Source: an optimization exercise on an open RTL-to-GDS flow (aim: small area and a short achievable clock period). Production flows keep margins and buffers that such runs may drop.
In this exercise RTL edits were held to simulation tests only and were not proved equivalent to the original.

v31:
// multiply_accumulate
module multiply_accumulate(
  clk,
  aresetn,
  reset,
  data,
  multi,
  result,
  overflow
);
==> flow/config.mk <==
export PLATFORM = sky130hd
export DESIGN_NAME = multiply_accumulate
export DESIGN_NICKNAME = multiply_accumulate
export VERILOG_FILES = /design/flow/design.v
export SDC_FILE = /design/flow/constraint.sdc
export NUM_CORES = 4
export LEC_CHECK = 0
export CAP_MARGIN = 20
export CORE_MARGIN = 2
export CORE_UTILIZATION = 65
export CTS_BUF_LIST = sky130_fd_sc_hd__clkbuf_8
export CTS_CLUSTER_DIAMETER = 60
export CTS_CLUSTER_SIZE = 15
export SETUP_SLACK_MARGIN = 2.2
export SLEW_MARGIN = 20
export TNS_END_PERCENT = 0
==> flow/constraint.sdc <==
create_clock -name core_clock -period 4.5 [get_ports {clk}]
set_input_delay 0.9000 -clock core_clock [delete_from_list [all_inputs] [get_ports {clk}]]
set_output_delay 0.9000 -clock core_clock [all_outputs]
set_load 0.01 [all_outputs]
standard.sh (not shown) runs the stock make flow with config.mk's settings and CLKGATE_MAP_FILE= SYNTH_SCRIPT=/design/flow/synth_recipe.tcl, a recipe that flattens the netlist after the stock synthesis.
==> flow/flow/run.sh <==
#!/bin/bash
bash standard.sh MATCH_CELL_FOOTPRINT=0 "BUFFER_PORTS_ARGS=-buffer_cell sky130_fd_sc_hd__buf_1" finish > standard.log 2>&1
The final layout from v31, which completed every stage, passed the timing, DRC and antenna checks at the end of the flow.
For v27, these inputs were changed with respect to v31:
# v31
export LEC_CHECK = 0
export CAP_MARGIN = 20
export CORE_MARGIN = 2
export CORE_UTILIZATION = 65
export CTS_BUF_LIST = sky130_fd_sc_hd__clkbuf_8
export CTS_CLUSTER_DIAMETER = 60
export CTS_CLUSTER_SIZE = 15
export SETUP_SLACK_MARGIN = 2.2
export SLEW_MARGIN = 20
export TNS_END_PERCENT = 0
create_clock -name core_clock -period 4.5 [get_ports {clk}]
# v27
export LEC_CHECK = 0
export CAP_MARGIN = 20
export CORE_MARGIN = 2
export CORE_UTILIZATION = 65
export CTS_BUF_LIST = sky130_fd_sc_hd__clkbuf_8
export CTS_CLUSTER_DIAMETER = 60
export CTS_CLUSTER_SIZE = 15
export SETUP_SLACK_MARGIN = 2.5
export SLEW_MARGIN = 20
export TNS_END_PERCENT = 0
create_clock -name core_clock -period 4.5 [get_ports {clk}]
==> flow/flow/run.sh <==
#!/bin/bash
# The standard layout (standard.sh), with these changes to how it is made:
# - synthesis runs flow/synth.tcl: the standard flow's synthesis script, with ABC mapping
#   the logic for delay (flow/abc_delay.script);
# - Yosys does not map full/half adders to the library's fa/ha cells
#   (ADDER_MAP_FILE empty), so ABC maps that logic too;
# - port buffers are sky130_fd_sc_hd__buf_1, the smallest buffer.
export MY_FLOW_DIR=$PWD/flow
bash standard.sh "SYNTH_SCRIPT=$PWD/flow/synth.tcl" "ADDER_MAP_FILE=" \
  "BUFFER_PORTS_ARGS=-buffer_cell sky130_fd_sc_hd__buf_1" finish > standard.log 2>&1
==> flow/flow/abc_delay.script (new file) <==
strash
&get -n
&st
&dch -f
&nf -D 1500
&put
buffer -c
topo
upsize -c -D 1500
dnsize -c -D 1500
==> flow/flow/synth.tcl (new file) <==
# The standard flow's synthesis script (synth_recipe.tcl, which runs ORFS's synth.tcl) with
# one change: ABC maps the combinational logic with flow/abc_delay.script, a
# delay-driven script, instead of ORFS's abc_speed.script.  Registers are
# mapped before ABC runs and are not changed by it.
proc abc {args} {
  set i [lsearch -exact $args -script]
  if {$i >= 0} {
    set args [lreplace $args [expr {$i + 1}] [expr {$i + 1}] $::env(MY_FLOW_DIR)/abc_delay.script]
  }
  puts "flow/synth.tcl: abc $args"
  yosys abc {*}$args
}
source $::env(MY_FLOW_DIR)/../synth_recipe.tcl
==> results.txt <==
Vias: v27 more than v31. The first-pass GRT wire length in v31 is 0.897 times that in v27. v31 ended up with fewer cell instances than v27 did. v27: maximum frequency higher than v31. Higher post-route core utilization was reported by v31, not v27. Going from v31 to v27, slack of the critical path went up by 0.16 ns.
#### Input delta (v40 over v27)
# v27
export LEC_CHECK = 0
export CAP_MARGIN = 20
export CORE_MARGIN = 2
export CORE_UTILIZATION = 65
export CTS_BUF_LIST = sky130_fd_sc_hd__clkbuf_8
export CTS_CLUSTER_DIAMETER = 60
export CTS_CLUSTER_SIZE = 15
export SETUP_SLACK_MARGIN = 2.5
export SLEW_MARGIN = 20
export TNS_END_PERCENT = 0
create_clock -name core_clock -period 4.5 [get_ports {clk}]
# v40
export LEC_CHECK = 0
export CAP_MARGIN = 20
export CORE_MARGIN = 2
export CORE_UTILIZATION = 70
export CTS_BUF_LIST = sky130_fd_sc_hd__clkbuf_8
export CTS_CLUSTER_DIAMETER = 60
export CTS_CLUSTER_SIZE = 15
export SETUP_SLACK_MARGIN = 2.2
export SLEW_MARGIN = 20
export TNS_END_PERCENT = 0
create_clock -name core_clock -period 4.5 [get_ports {clk}]
==> flow/flow/run.sh <==
#!/bin/bash
export BUFFER_PORTS_ARGS="-buffer_cell sky130_fd_sc_hd__buf_1"
bash standard.sh > standard.log 2>&1
removed: flow/flow/abc_delay.script
removed: flow/flow/synth.tcl
### Flow results
Fraction of area in clock buffers and inverters: v40 vs v27 — no meaningful difference
[compare] base=v27 new=v40: data required time at the worst endpoint decreased by 0.02 ns relative to the old numbers, post-synthesis to final-layout area growth level, final cell utilization of the core climbed 6.6 points.
## Diff of input files: v39 against v40
# v40
export LEC_CHECK = 0
export CAP_MARGIN = 20
export CORE_MARGIN = 2
export CORE_UTILIZATION = 70
export CTS_BUF_LIST = sky130_fd_sc_hd__clkbuf_8
export CTS_CLUSTER_DIAMETER = 60
export CTS_CLUSTER_SIZE = 15
export SETUP_SLACK_MARGIN = 2.2
export SLEW_MARGIN = 20
export TNS_END_PERCENT = 0
create_clock -name core_clock -period 4.5 [get_ports {clk}]
# v39
export LEC_CHECK = 0
export CAP_MARGIN = 20
export CORE_MARGIN = 2
export CORE_UTILIZATION = 65
export CTS_BUF_LIST = sky130_fd_sc_hd__clkbuf_8
export CTS_CLUSTER_DIAMETER = 60
export CTS_CLUSTER_SIZE = 15
export SETUP_SLACK_MARGIN = 2.5
export SLEW_MARGIN = 20
export TNS_END_PERCENT = 20
create_clock -name core_clock -period 4.5 [get_ports {clk}]
==> flow/flow/run.sh <==
#!/bin/bash
# The standard layout (standard.sh), with these changes to how it is made:
# - synthesis runs flow/synth.tcl: the standard flow's synthesis script, with ABC mapping
#   the logic for delay (flow/abc_delay.script);
# - Yosys does not map full/half adders to the library's fa/ha cells
#   (ADDER_MAP_FILE empty), so ABC maps that logic too;
# - timing repair may resize cells to a different footprint;
# - port buffers are sky130_fd_sc_hd__buf_1, the smallest buffer.
export MY_FLOW_DIR=$PWD/flow
bash standard.sh "SYNTH_SCRIPT=$PWD/flow/synth.tcl" "ADDER_MAP_FILE=" "MATCH_CELL_FOOTPRINT=0" \
  "BUFFER_PORTS_ARGS=-buffer_cell sky130_fd_sc_hd__buf_1" finish > standard.log 2>&1
==> flow/flow/abc_delay.script (new file) <==
&get -n
&st
&dch
&nf -D 1500
&put
buffer -c
topo
stime -c
upsize -c -D 1500
dnsize -c -D 1500
==> flow/flow/synth.tcl (new file) <==
# The standard flow's synthesis script (synth_recipe.tcl, which runs ORFS's synth.tcl) with
# one change: ABC maps the combinational logic with flow/abc_delay.script, a
# delay-driven script, instead of ORFS's abc_speed.script.  Registers are
# mapped before ABC runs and are not changed by it.
proc abc {args} {
  set i [lsearch -exact $args -script]
  if {$i >= 0} {
    set args [lreplace $args [expr {$i + 1}] [expr {$i + 1}] $::env(MY_FLOW_DIR)/abc_delay.script]
  }
  puts "flow/synth.tcl: abc $args"
  yosys abc {*}$args
}
source $::env(MY_FLOW_DIR)/../synth_recipe.tcl
==> results.txt <==
[compare] base=v40 new=v39: number of cells on the worst hold path shows no meaningful change; synthesis-to-layout area growth shows an increase of 9.0 points; worst hold slack shows a reduction of 0.0063 ns. Post-route clock period utilization in v39 is 3.9 points lower than in v40. Timing, DRC, antenna: 0 failures across v40 and v39. Re core outline area: v40 and v39 aren't equal, and the lower value belongs to v40. Diff v40 and v39: peak clock frequency supported by timing lower in v40. Changes observed in v39 relative to v40: post-synthesis share of cell area spent on and, or, nand and nor gates higher, area enclosed by the die boundary picked up an extra 10%, sequential cell area picked up an extra about 0.36%, post-route minimum period lower.

## port drivers added, routing unchanged
No port has a modelled driver above. Below, the same layouts with a new extraction and two added sets of constraints. Step 1: set_driving_cell puts a clkbuf_16 on clk and a buf_2 on each other input, an assumption about the parent block. Step 2 also shifts input and output timing later by t, the mid clock arrival at the registers, as if the neighbouring blocks saw the same clock. Three values: no drivers, after step 1, after step 2; two values: the first two.
run | t, ns | setup slack, ns | worst setup path at the end | cell pins on the clock port's net
v31 | 0.655 | 1.813 / 1.813 / 1.813 | register to register | 1
v27 | 0.704 | 1.969 / 1.969 / 1.969 | register to register | 1
v40 | 0.647 | 1.819 / 1.819 / 1.819 | register to register | 1
v39 | 0.691 | 1.996 / 1.996 / 1.996 | register to register | 1
After both steps every run listed still meets setup and hold.
